This is an optimization exercise on Yosys and OpenROAD, whose aim is small area and a short achievable clock period, not a production implementation.
At most, simulation tests tie the RTL to the original design; equivalence was not proved.
Power and IR drop assume default switching activity.

==> job 9383: inputs <==
==> flow/design.v (excerpt) <==
module PE(
    input wire CLK,
    input wire RESET,
    input wire EN,
    input wire SELECTOR,
    input wire W_EN,
    input wire signed [7:0] active_left,
    output reg signed [7:0] active_right,
    input wire signed [15:0] in_sum,
    output reg signed [15:0] out_sum,
    input wire signed [7:0] in_weight_above,
    output wire signed [7:0] out_weight_below
    );
    reg signed [7:0] weight_1;
    reg signed [7:0] weight_2;
    wire en_n = ~EN;
    wire sel_n = ~SELECTOR;
    wire ld1 = EN & W_EN & SELECTOR;
    wire ld2 = EN & W_EN & ~SELECTOR;
    wire ld1_n = ~ld1;
    wire ld2_n = ~ld2;
    wire [7:0] w_n, a_n, ar_d, w1_d, w2_d, wb;
    wire [15:0] s_in;
    genvar gi;
    generate for (gi = 0; gi < 8; gi = gi + 1) begin : byte_sel
        pe_mux2i u_wn (.s(SELECTOR), .a1(weight_2[gi]), .a0(weight_1[gi]), .y(w_n[gi]));
        pe_nand2 u_an (.a(active_left[gi]), .b(EN), .y(a_n[gi]));
        pe_ao22 u_ar (.a1(EN), .a2(active_left[gi]), .b1(en_n), .b2(active_right[gi]), .x(ar_d[gi]));
        pe_ao22 u_w1 (.a1(ld1), .a2(in_weight_above[gi]), .b1(ld1_n), .b2(weight_1[gi]), .x(w1_d[gi]));
        pe_ao22 u_w2 (.a1(ld2), .a2(in_weight_above[gi]), .b1(ld2_n), .b2(weight_2[gi]), .x(w2_d[gi]));
        pe_ao22 u_wb (.a1(SELECTOR), .a2(weight_1[gi]), .b1(sel_n), .b2(weight_2[gi]), .x(wb[gi]));
    end endgenerate
  ...
clock: 5.5 ns
lec_check: 0
cap_margin: 20
core_margin: 2
core_utilization: 65
gpl_timing_driven: 0
setup_slack_margin: 0.7
slew_margin: 20
synth_hierarchical: 1
standard.sh (not shown) runs the stock make flow with config.mk's settings and CLKGATE_MAP_FILE= SYNTH_SCRIPT=/design/flow/synth_recipe.tcl, a recipe that flattens the netlist after the stock synthesis.
==> flow/flow/run.sh <==
#!/bin/bash
# Standard layout with two changes: the port buffers are the smallest buffer
# cell, and clock tree synthesis inserts no dummy loads.
set -euo pipefail
export BUFFER_PORTS_ARGS="-buffer_cell sky130_fd_sc_hd__buf_1"
export CTS_ARGS="-sink_clustering_enable -repair_clock_nets -dont_use_dummy_load"
bash standard.sh finish > flow_standard.log 2>&1
==> inputs of job 333, as changes to job 9383 <==
--- a/flow/design.v
+++ b/flow/design.v
@@ -347,71 +347,72 @@
     pe_fa u_x242 (.a(rx[2]), .b(ry[2]), .ci(rc238), .s(t240), .co(rc241));
     assign sum[2] = t240;
     wire t243, rc244;
     pe_fa u_x245 (.a(rx[3]), .b(ry[3]), .ci(rc241), .s(t243), .co(rc244));
     assign sum[3] = t243;
-    wire t246, rc247;
-    pe_fa u_x248 (.a(rx[4]), .b(ry[4]), .ci(rc244), .s(t246), .co(rc247));
-    assign sum[4] = t246;
+    wire g4, p4;
+    pe_ha u_x246 (.a(rx[4]), .b(ry[4]), .s(p4), .co(g4));
     wire g5, p5;
-    pe_ha u_x249 (.a(rx[5]), .b(ry[5]), .s(p5), .co(g5));
+    pe_ha u_x247 (.a(rx[5]), .b(ry[5]), .s(p5), .co(g5));
     wire g6, p6;
-    pe_ha u_x250 (.a(rx[6]), .b(ry[6]), .s(p6), .co(g6));
+    pe_ha u_x248 (.a(rx[6]), .b(ry[6]), .s(p6), .co(g6));
     wire g7, p7;
-    pe_ha u_x251 (.a(rx[7]), .b(ry[7]), .s(p7), .co(g7));
+    pe_ha u_x249 (.a(rx[7]), .b(ry[7]), .s(p7), .co(g7));
     wire g8, p8;
-    pe_ha u_x252 (.a(rx[8]), .b(ry[8]), .s(p8), .co(g8));
+    pe_ha u_x250 (.a(rx[8]), .b(ry[8]), .s(p8), .co(g8));
     wire g9, p9;
-    pe_ha u_x253 (.a(rx[9]), .b(ry[9]), .s(p9), .co(g9));
+    pe_ha u_x251 (.a(rx[9]), .b(ry[9]), .s(p9), .co(g9));
     wire g10, p10;
-    pe_ha u_x254 (.a(rx[10]), .b(ry[10]), .s(p10), .co(g10));
+    pe_ha u_x252 (.a(rx[10]), .b(ry[10]), .s(p10), .co(g10));
     wire g11, p11;
-    pe_ha u_x255 (.a(rx[11]), .b(ry[11]), .s(p11), .co(g11));
+    pe_ha u_x253 (.a(rx[11]), .b(ry[11]), .s(p11), .co(g11));
     wire g12, p12;
-    pe_ha u_x256 (.a(rx[12]), .b(ry[12]), .s(p12), .co(g12));
+    pe_ha u_x254 (.a(rx[12]), .b(ry[12]), .s(p12), .co(g12));
     wire g13, p13;
-    pe_ha u_x257 (.a(rx[13]), .b(ry[13]), .s(p13), .co(g13));
+    pe_ha u_x255 (.a(rx[13]), .b(ry[13]), .s(p13), .co(g13));
     wire g14, p14;
-    pe_ha u_x258 (.a(rx[14]), .b(ry[14]), .s(p14), .co(g14));
+    pe_ha u_x256 (.a(rx[14]), .b(ry[14]), .s(p14), .co(g14));
     wire g15, p15;
-    pe_ha u_x259 (.a(rx[15]), .b(ry[15]), .s(p15), .co(g15));
-    wire G260 = g5 | (p5 & rc247);
-    wire G261 = g7 | (p7 & g6);
-    wire P262 = p7 & p6;
-    wire G263 = g9 | (p9 & g8);
-    wire P264 = p9 & p8;
-    wire G265 = g11 | (p11 & g10);
-    wire P266 = p11 & p10;
-    wire G267 = g13 | (p13 & g12);
-    wire P268 = p13 & p12;
-    wire G269 = g15 | (p15 & g14);
-    wire P270 = p15 & p14;
-    wire G271 = G261 | (P262 & G260);
-    wire G272 = G265 | (P266 & G263);
-    wire P273 = P266 & P264;
-    wire G274 = G269 | (P270 & G267);
-    wire P275 = P270 & P268;
-    wire G276 = G272 | (P273 & G271);
-    wire G277 = G274 | (P275 & G276);
-    wire G278 = G263 | (P264 & G271);
-    wire G279 = G267 | (P268 & G276);
-    wire G280 = g6 | (p6 & G260);
-    wire G281 = g8 | (p8 & G271);
-    wire G282 = g10 | (p10 & G278);
-    wire G283 = g12 | (p12 & G276);
-    wire G284 = g14 | (p14 & G279);
-    pe_xor2 u_x285 (.a(p5), .b(rc247), .y(sum[5]));
-    pe_xor2 u_x286 (.a(p6), .b(G260), .y(sum[6]));
-    pe_xor2 u_x287 (.a(p7), .b(G280), .y(sum[7]));
-    pe_xor2 u_x288 (.a(p8), .b(G271), .y(sum[8]));
-    pe_xor2 u_x289 (.a(p9), .b(G281), .y(sum[9]));
-    pe_xor2 u_x290 (.a(p10), .b(G278), .y(sum[10]));
-    pe_xor2 u_x291 (.a(p11), .b(G282), .y(sum[11]));
-    pe_xor2 u_x292 (.a(p12), .b(G276), .y(sum[12]));
-    pe_xor2 u_x293 (.a(p13), .b(G283), .y(sum[13]));
-    pe_xor2 u_x294 (.a(p14), .b(G279), .y(sum[14]));
-    pe_xnor2 u_x295 (.a(p15), .b(G284), .y(sum[15]));
+    pe_ha u_x257 (.a(rx[15]), .b(ry[15]), .s(p15), .co(g15));
+    wire G258 = g4 | (p4 & rc244);
+    wire G259 = g6 | (p6 & g5);
+    wire P260 = p6 & p5;
+    wire G261 = g8 | (p8 & g7);
+    wire P262 = p8 & p7;
+    wire G263 = g10 | (p10 & g9);
+    wire P264 = p10 & p9;
+    wire G265 = g12 | (p12 & g11);
+    wire P266 = p12 & p11;
+    wire G267 = g14 | (p14 & g13);
+    wire P268 = p14 & p13;
+    wire G269 = G259 | (P260 & G258);
+    wire G270 = G263 | (P264 & G261);
+    wire P271 = P264 & P262;
+    wire G272 = G267 | (P268 & G265);
+    wire P273 = P268 & P266;
+    wire G274 = G270 | (P271 & G269);
+    wire G275 = G272 | (P273 & G274);
+    wire G276 = G261 | (P262 & G269);
+    wire G277 = G265 | (P266 & G274);
+    wire G278 = g5 | (p5 & G258);
+    wire G279 = g7 | (p7 & G269);
+    wire G280 = g9 | (p9 & G276);
+    wire G281 = g11 | (p11 & G274);
+    wire G282 = g13 | (p13 & G277);
+    wire G283 = g15 | (p15 & G275);
+    pe_xor2 u_x284 (.a(p4), .b(rc244), .y(sum[4]));
+    pe_xor2 u_x285 (.a(p5), .b(G258), .y(sum[5]));
+    pe_xor2 u_x286 (.a(p6), .b(G278), .y(sum[6]));
+    pe_xor2 u_x287 (.a(p7), .b(G269), .y(sum[7]));
+    pe_xor2 u_x288 (.a(p8), .b(G279), .y(sum[8]));
+    pe_xor2 u_x289 (.a(p9), .b(G276), .y(sum[9]));
+    pe_xor2 u_x290 (.a(p10), .b(G280), .y(sum[10]));
+    pe_xor2 u_x291 (.a(p11), .b(G274), .y(sum[11]));
+    pe_xor2 u_x292 (.a(p12), .b(G281), .y(sum[12]));
+    pe_xor2 u_x293 (.a(p13), .b(G277), .y(sum[13]));
+    pe_xor2 u_x294 (.a(p14), .b(G282), .y(sum[14]));
+    pe_xnor2 u_x295 (.a(p15), .b(G275), .y(sum[15]));
     always @(negedge RESET or posedge CLK) begin
         if (~RESET) begin
             out_sum <= 0;
             active_right <= 0;
             weight_1 <= 0;
SETUP_SLACK_MARGIN = 0.3   (was 0.7)
==> run notes <==
metric                                                                     job 9383                  job 333
Fraction of standard cell area in multi-input logic                           61.9%                    62.8%
Vias in the first global route                                                 2865                     2848
Violation count after the first detailed-routing iteration                      135                      200
Top-count cell post-synth                                                      fa_1                   nor2_1
WL met3                                                                      443 um                   412 um
Minimum setup slack among reg-to-reg paths                                  1460 ps                  1380 ps
Share of post-route cells with drive strength above 1                         8.38%                    5.05%
Post-layout power                                                           1.93 mW                  1.88 mW
Average cell area after synthesis                                         11.9 um^2                11.7 um^2
Result of the run                                           complete, no violations  complete, no violations
Adder-cell area share of the yosys netlist                                    37.0%                    36.4%
Worst-case hold path end point                                      active_right[3]          active_right[4]
Sum of routed wire length over all layers                                   8.32 mm                  8.09 mm
Post-Place Worst Slack                                                      -470 ps                  -481 ps
Peak supply drop                                                             788 uV                   516 uV
Met1 Wirelength                                                             3.17 mm                  3.34 mm
Clock network power                                                        0.176 mW                 0.184 mW
CP bufs+invs                                                                      4                        1
Routed wl met2                                                              4.49 mm                  4.26 mm
DR vias                                                                        2687                     2658
Number of buffers added for setup after CTS                                       4                        2
Transition time of the tightest slew-check pin                               551 ps                   487 ps
Hold WS                                                                      496 ps                   500 ps
Count of instances resized after the clock tree is built                         19                        3
Number of gates on the worst path with buffers counted                           15                       13
Multiplexer share of the synthesized area                                     4.64%                    4.59%
No functional check of the RTL was part of job 9383.

-- afterwards: timing with drivers on the ports --
No port has a modelled driver above. Below, the same layouts with a new extraction and two added sets of constraints. Step 1 assumes that a clkbuf_16 drives the clock port and a buf_2 every other input. Step 2, shift: input delay + t, output delay - t, t = (earliest + latest rising clock arrival at the registers) / 2. This alone moves slack from input paths to output paths. a / b / c = ideal / step 1 / step 2; a / b = the first two.
run	t (ns)	setup slack, ns	latest minus earliest clock arrival (ns)
job 9383	0.316	0.819 / 0.694 / 0.379	0.014 / 0.013
job 333	0.316	0.537 / 0.537 / 0.222	0.014 / 0.013
After both steps setup and hold are still met in every run listed. The setup slack of job 9383, which loses most, moves by -0.125 ns with the drivers and by -0.440 ns with both steps.
